Background: an optimization exercise with open tools, aiming at small area, a short achievable clock period and few clock cycles per item. Do not read the settings as production practice.
Function was checked by simulation only, so behaviour that the tests miss may differ from the original.

old:
Design mmm, start of the top module:
module mmm #(
   parameter integer N = 256
) (
   input wire clk,
   input wire rn,
   input wire start,
   input wire [N-1:0] a,
   input wire [N-1:0] b,
   input wire [N-1:0] n,
   output wire ready,
   output wire [N-1:0] y
);
localparam integer K = 4;                     
localparam integer F = 4;                     
localparam integer W = 66;                    
localparam integer SW = W * F;                
localparam integer PW = N + 5;                
localparam [SW-1:0] NEG_CB = 264'hff5555555555555555555555555555555555555555555555555555555555555556;
wire iter;
wire fin;
wire sel;
wire [2:0] fcnt;
reg [N-1:0] a_reg;
reg [K-1:0] ad_reg;    
reg [SW-1:0] b_reg;
reg [3:1] nq_reg;
reg [W-1:0] nc_reg;
reg [SW-1:0] s_reg;
reg [SW-1:0] c_reg;
reg first;     
reg yt_reg;    
reg ct_reg;    
reg c1_reg;    
reg c2_reg;    
wire [PW-1:0] s_ns;
wire [PW-1:0] c_ns;
wire ca_ns;
mmm_control #(
   .STEPS(N/K+1),
   .F(F)
) u_ctrl (
   .clk(clk),
   .rn(rn),
   .start(start),
   .iter(iter),
   .fin(fin),
   .sel(sel),
   .fcnt(fcnt),
   .ready(ready)
);
mmm_iteration #(
   .N(N)
) u_it (
   .a(ad_reg),
   .first(first),
   .b(b_reg[N-1:0]),
   .n(n),
   .nq(nq_reg),
   .s_ps(s_reg[PW-1:0]),
   .c_ps(c_reg[PW-1:0]),
   .ca_ps(yt_reg),
   .s_ns(s_ns),
   .c_ns(c_ns),
   .ca_ns(ca_ns)
);
wire [SW-1:0] n_ext = {{(SW-N){1'b0}}, n};
always @(posedge clk) begin
   nq_reg <= n[3:1];
   nc_reg <= n_ext[fcnt[1:0]*W +: W];
end
always @(posedge clk) first <= start;
wire t_on = fin & (fcnt != F);
reg kf_reg;
reg kl_reg;
always @(posedge clk) begin
   kf_reg <= ~fin;
  ...
Size in the first run: about 11000 cells after synthesis, about 1000 I/O pins, roughly 120000 sq um of cells after synthesis.
==> module mmm, before the edit <==
module mmm #(
   parameter integer N = 256
) (
   input wire clk,
   input wire rn,
   input wire start,
   input wire [N-1:0] a,
   input wire [N-1:0] b,
   input wire [N-1:0] n,
   output wire ready,
   output wire [N-1:0] y
);
localparam integer K = 4;                     
localparam integer F = 4;                     
localparam integer W = 66;                    
localparam integer SW = W * F;                
localparam integer PW = N + 5;                
localparam [SW-1:0] NEG_CB = 264'hff5555555555555555555555555555555555555555555555555555555555555556;
wire iter;
wire fin;
wire sel;
wire [2:0] fcnt;
reg [N-1:0] a_reg;
reg [K-1:0] ad_reg;    
reg [SW-1:0] b_reg;
reg [3:1] nq_reg;
reg [W-1:0] nc_reg;
reg [SW-1:0] s_reg;
reg [SW-1:0] c_reg;
reg first;     
reg yt_reg;    
reg ct_reg;    
reg c1_reg;    
reg c2_reg;    
wire [PW-1:0] s_ns;
wire [PW-1:0] c_ns;
wire ca_ns;
mmm_control #(
   .STEPS(N/K+1),
   .F(F)
) u_ctrl (
   .clk(clk),
   .rn(rn),
   .start(start),
   .iter(iter),
   .fin(fin),
   .sel(sel),
   .fcnt(fcnt),
   .ready(ready)
);
mmm_iteration #(
   .N(N)
) u_it (
   .a(ad_reg),
   .first(first),
   .b(b_reg[N-1:0]),
   .n(n),
   .nq(nq_reg),
   .s_ps(s_reg[PW-1:0]),
   .c_ps(c_reg[PW-1:0]),
   .ca_ps(yt_reg),
   .s_ns(s_ns),
   .c_ns(c_ns),
   .ca_ns(ca_ns)
);
wire [SW-1:0] n_ext = {{(SW-N){1'b0}}, n};
always @(posedge clk) begin
   nq_reg <= n[3:1];
   nc_reg <= n_ext[fcnt[1:0]*W +: W];
end
always @(posedge clk) first <= start;
wire t_on = fin & (fcnt != F);
reg kf_reg;
reg kl_reg;
always @(posedge clk) begin
   kf_reg <= ~fin;
   kl_reg <= fin & (fcnt == 3'd2);
end
wire [W-1:0] kc = {kl_reg, 1'b1, kl_reg, 1'b1, kl_reg, 1'b1, kl_reg, 1'b1, {28{2'b01}}, kf_reg, ~kf_reg};
wire [W-1:0] sc = s_reg[W-1:0];
wire [W-1:0] cc = c_reg[W-1:0];
wire [W-1:0] x0 = sc ^ cc ^ kc;
wire [W-1:0] y0 = (sc & cc) | (sc & kc) | (cc & kc);
wire [W-1:0] y0s = {y0[W-2:0], yt_reg};
wire [W+1:0] t_f = {1'b0, x0, 1'b1} + {1'b0, y0s, ct_reg};
wire [W-1:0] tp = s_reg[SW-1:SW-W];
wire [W+1:0] d1_f = {1'b0, tp, 1'b1} + {1'b0, ~nc_reg, c1_reg};
wire [W+1:0] d2_f = {1'b0, tp, 1'b1} + {1'b0, nc_reg, c2_reg};
wire [W:0] t_c = t_f[W+1:1];
wire [W:0] d1_c = d1_f[W+1:1];
wire [W:0] d2_c = d2_f[W+1:1];
always @(posedge clk) begin
   if (fin) begin
      yt_reg <= y0[W-1];
      ct_reg <= t_c[W];
      c1_reg <= (fcnt == 3'd0) | d1_c[W];
      c2_reg <= (fcnt != 3'd0) & d2_c[W];
   end else begin
      yt_reg <= iter & ca_ns;
      ct_reg <= 1'b0;
      c1_reg <= 1'b1;
      c2_reg <= 1'b0;
   end
end
wire [N-1:0] result = s_reg[SW-1] ? b_reg[N-1:0] : (c_reg[SW-1] ? s_reg[N-1:0] : c_reg[N-1:0]);
always @(posedge clk) begin
   if (start) a_reg <= a;
   else if (sel) a_reg <= result;
   else a_reg <= a_reg >> K;
end
always @(posedge clk) begin
   if (start) ad_reg <= a[K-1:0];
   else ad_reg <= a_reg[2*K-1:K];
end
always @(posedge clk) begin
   if (start) b_reg <= {{(SW-N){1'b0}}, b};
   else if (fin) b_reg <= {d2_c[W-1:0], b_reg[SW-1:W]};
end
wire [SW-1:0] s_alt = t_on ? {t_c[W-1:0], s_reg[SW-1:W]} : (fin ? s_reg : {SW{1'b0}});
wire [SW-1:0] c_alt = fin ? {d1_c[W-1:0], c_reg[SW-1:W]} : {SW{1'b0}};
always @(posedge clk) begin
   s_reg <= iter ? {{(SW-PW){1'b0}}, s_ns} : s_alt;
   c_reg <= iter ? {{(SW-PW){1'b0}}, c_ns} : c_alt;
end
assign y = a_reg;
endmodule
export LEC_CHECK = 0
export CAP_MARGIN = 20
export CORE_MARGIN = 2
export CORE_UTILIZATION = 45
export SETUP_SLACK_MARGIN = 5
export SLEW_MARGIN = 20
export SYNTH_HIERARCHICAL = 1
create_clock -name core_clock -period 12.0 [get_ports {clk}]
standard.sh (not shown) runs the stock make flow with config.mk's settings and CLKGATE_MAP_FILE= SYNTH_SCRIPT=/design/flow/synth_recipe.tcl, a recipe that flattens the netlist after the stock synthesis.
==> flow/flow/run.sh <==
#!/bin/bash
# The standard layout (its SDC, config and settings) with two changes:
# the timing repair steps aim at 7.8 ns of setup slack instead of config.mk's
# margin, and the port buffers are buf_1 cells.
set -euo pipefail
bash standard.sh SETUP_SLACK_MARGIN=7.8 "BUFFER_PORTS_ARGS=-buffer_cell sky130_fd_sc_hd__buf_1" finish > standard.log 2>&1
old reached the final stage; the timing, DRC and antenna checks on its layout passed.
Testbench counts of old, summed over its fixed seeds: cycles 18,456, items 256.
Input changes introduced in new (baseline for comparison: old):
--- a/flow/design.v
+++ b/flow/design.v
@@ -377,9 +377,10 @@
       c1_reg <= 1'b1;
       c2_reg <= 1'b0;
    end
 end
-wire [N-1:0] result = s_reg[SW-1] ? b_reg[N-1:0] : (c_reg[SW-1] ? s_reg[N-1:0] : c_reg[N-1:0]);
+wire [SW-1:0] t_fin = {s_reg[SW-W-1:0], s_reg[SW-1:SW-W]};
+wire [N-1:0] result = t_fin[SW-1] ? b_reg[N-1:0] : (c_reg[SW-1] ? t_fin[N-1:0] : c_reg[N-1:0]);
 always @(posedge clk) begin
    if (start) a_reg <= a;
    else if (sel) a_reg <= result;
    else a_reg <= a_reg >> K;
@@ -391,9 +392,9 @@
 always @(posedge clk) begin
    if (start) b_reg <= {{(SW-N){1'b0}}, b};
    else if (fin) b_reg <= {d2_c[W-1:0], b_reg[SW-1:W]};
 end
-wire [SW-1:0] s_alt = t_on ? {t_c[W-1:0], s_reg[SW-1:W]} : (fin ? s_reg : {SW{1'b0}});
+wire [SW-1:0] s_alt = fin ? {(t_on ? t_c[W-1:0] : s_reg[W-1:0]), s_reg[SW-1:W]} : {SW{1'b0}};
 wire [SW-1:0] c_alt = fin ? {d1_c[W-1:0], c_reg[SW-1:W]} : {SW{1'b0}};
 always @(posedge clk) begin
    s_reg <= iter ? {{(SW-PW){1'b0}}, s_ns} : s_alt;
    c_reg <= iter ? {{(SW-PW){1'b0}}, c_ns} : c_alt;
Findings:
Final-layout fill cell count: new vs old up about 2%
Compared with old, finished layout cell area in new decreased by a few percent.
Looking at clock buffer count in the final layout, new sits above old.
Per the comparison of new with old, met3 track utilization from global routing fell by 2.7 points, post-synthesis to final-layout area growth fell by 2.2 points, layout buffering overhead excluding clock cells fell by 1.0 points.
As of new, count of buffers added by post-CTS timing repair for setup had fallen by more than a quarter compared to old.
Delta (new minus old): global placement routability congestion increased by 2.4% relative to the old numbers.
new vs old, global-route wire length before repair went down by about 6%.
Worst path arrival time in new vs old: down 30 ps
new — slack of the critical path 180 ps higher, old as reference
Testbench counts of new, summed over its fixed seeds: cycles 18,456, items 256.

## afterwards: timing with drivers on the ports
The flow's constraints put no driver on any port. The routed layouts listed below were extracted and timed again, unchanged, in two steps. Step 1, drivers: a clkbuf_16 drives clk and a buf_2 each remaining input, both assumed. Step 2 adds t to the input delays and takes it off the output delays; t is the mean of the earliest and latest rising clock arrival at the registers after step 1. Input paths then give back, and output paths get back, about the clock's delay inside the block. Slacks: ideal ports / drivers / drivers and shift; pairs: ideal ports / drivers.
run | t, ns | slack for setup (ns) | latest minus earliest clock arrival (ns)
old | 0.934 | 7.392 / 7.392 / 7.027 | 0.059 / 0.059
new | 0.940 | 7.568 / 7.568 / 6.905 | 0.059 / 0.059
After both steps every run listed still meets setup and hold. For new, which loses most, drivers alone change the setup slack by 0.000 ns; drivers and shift together by -0.663 ns.
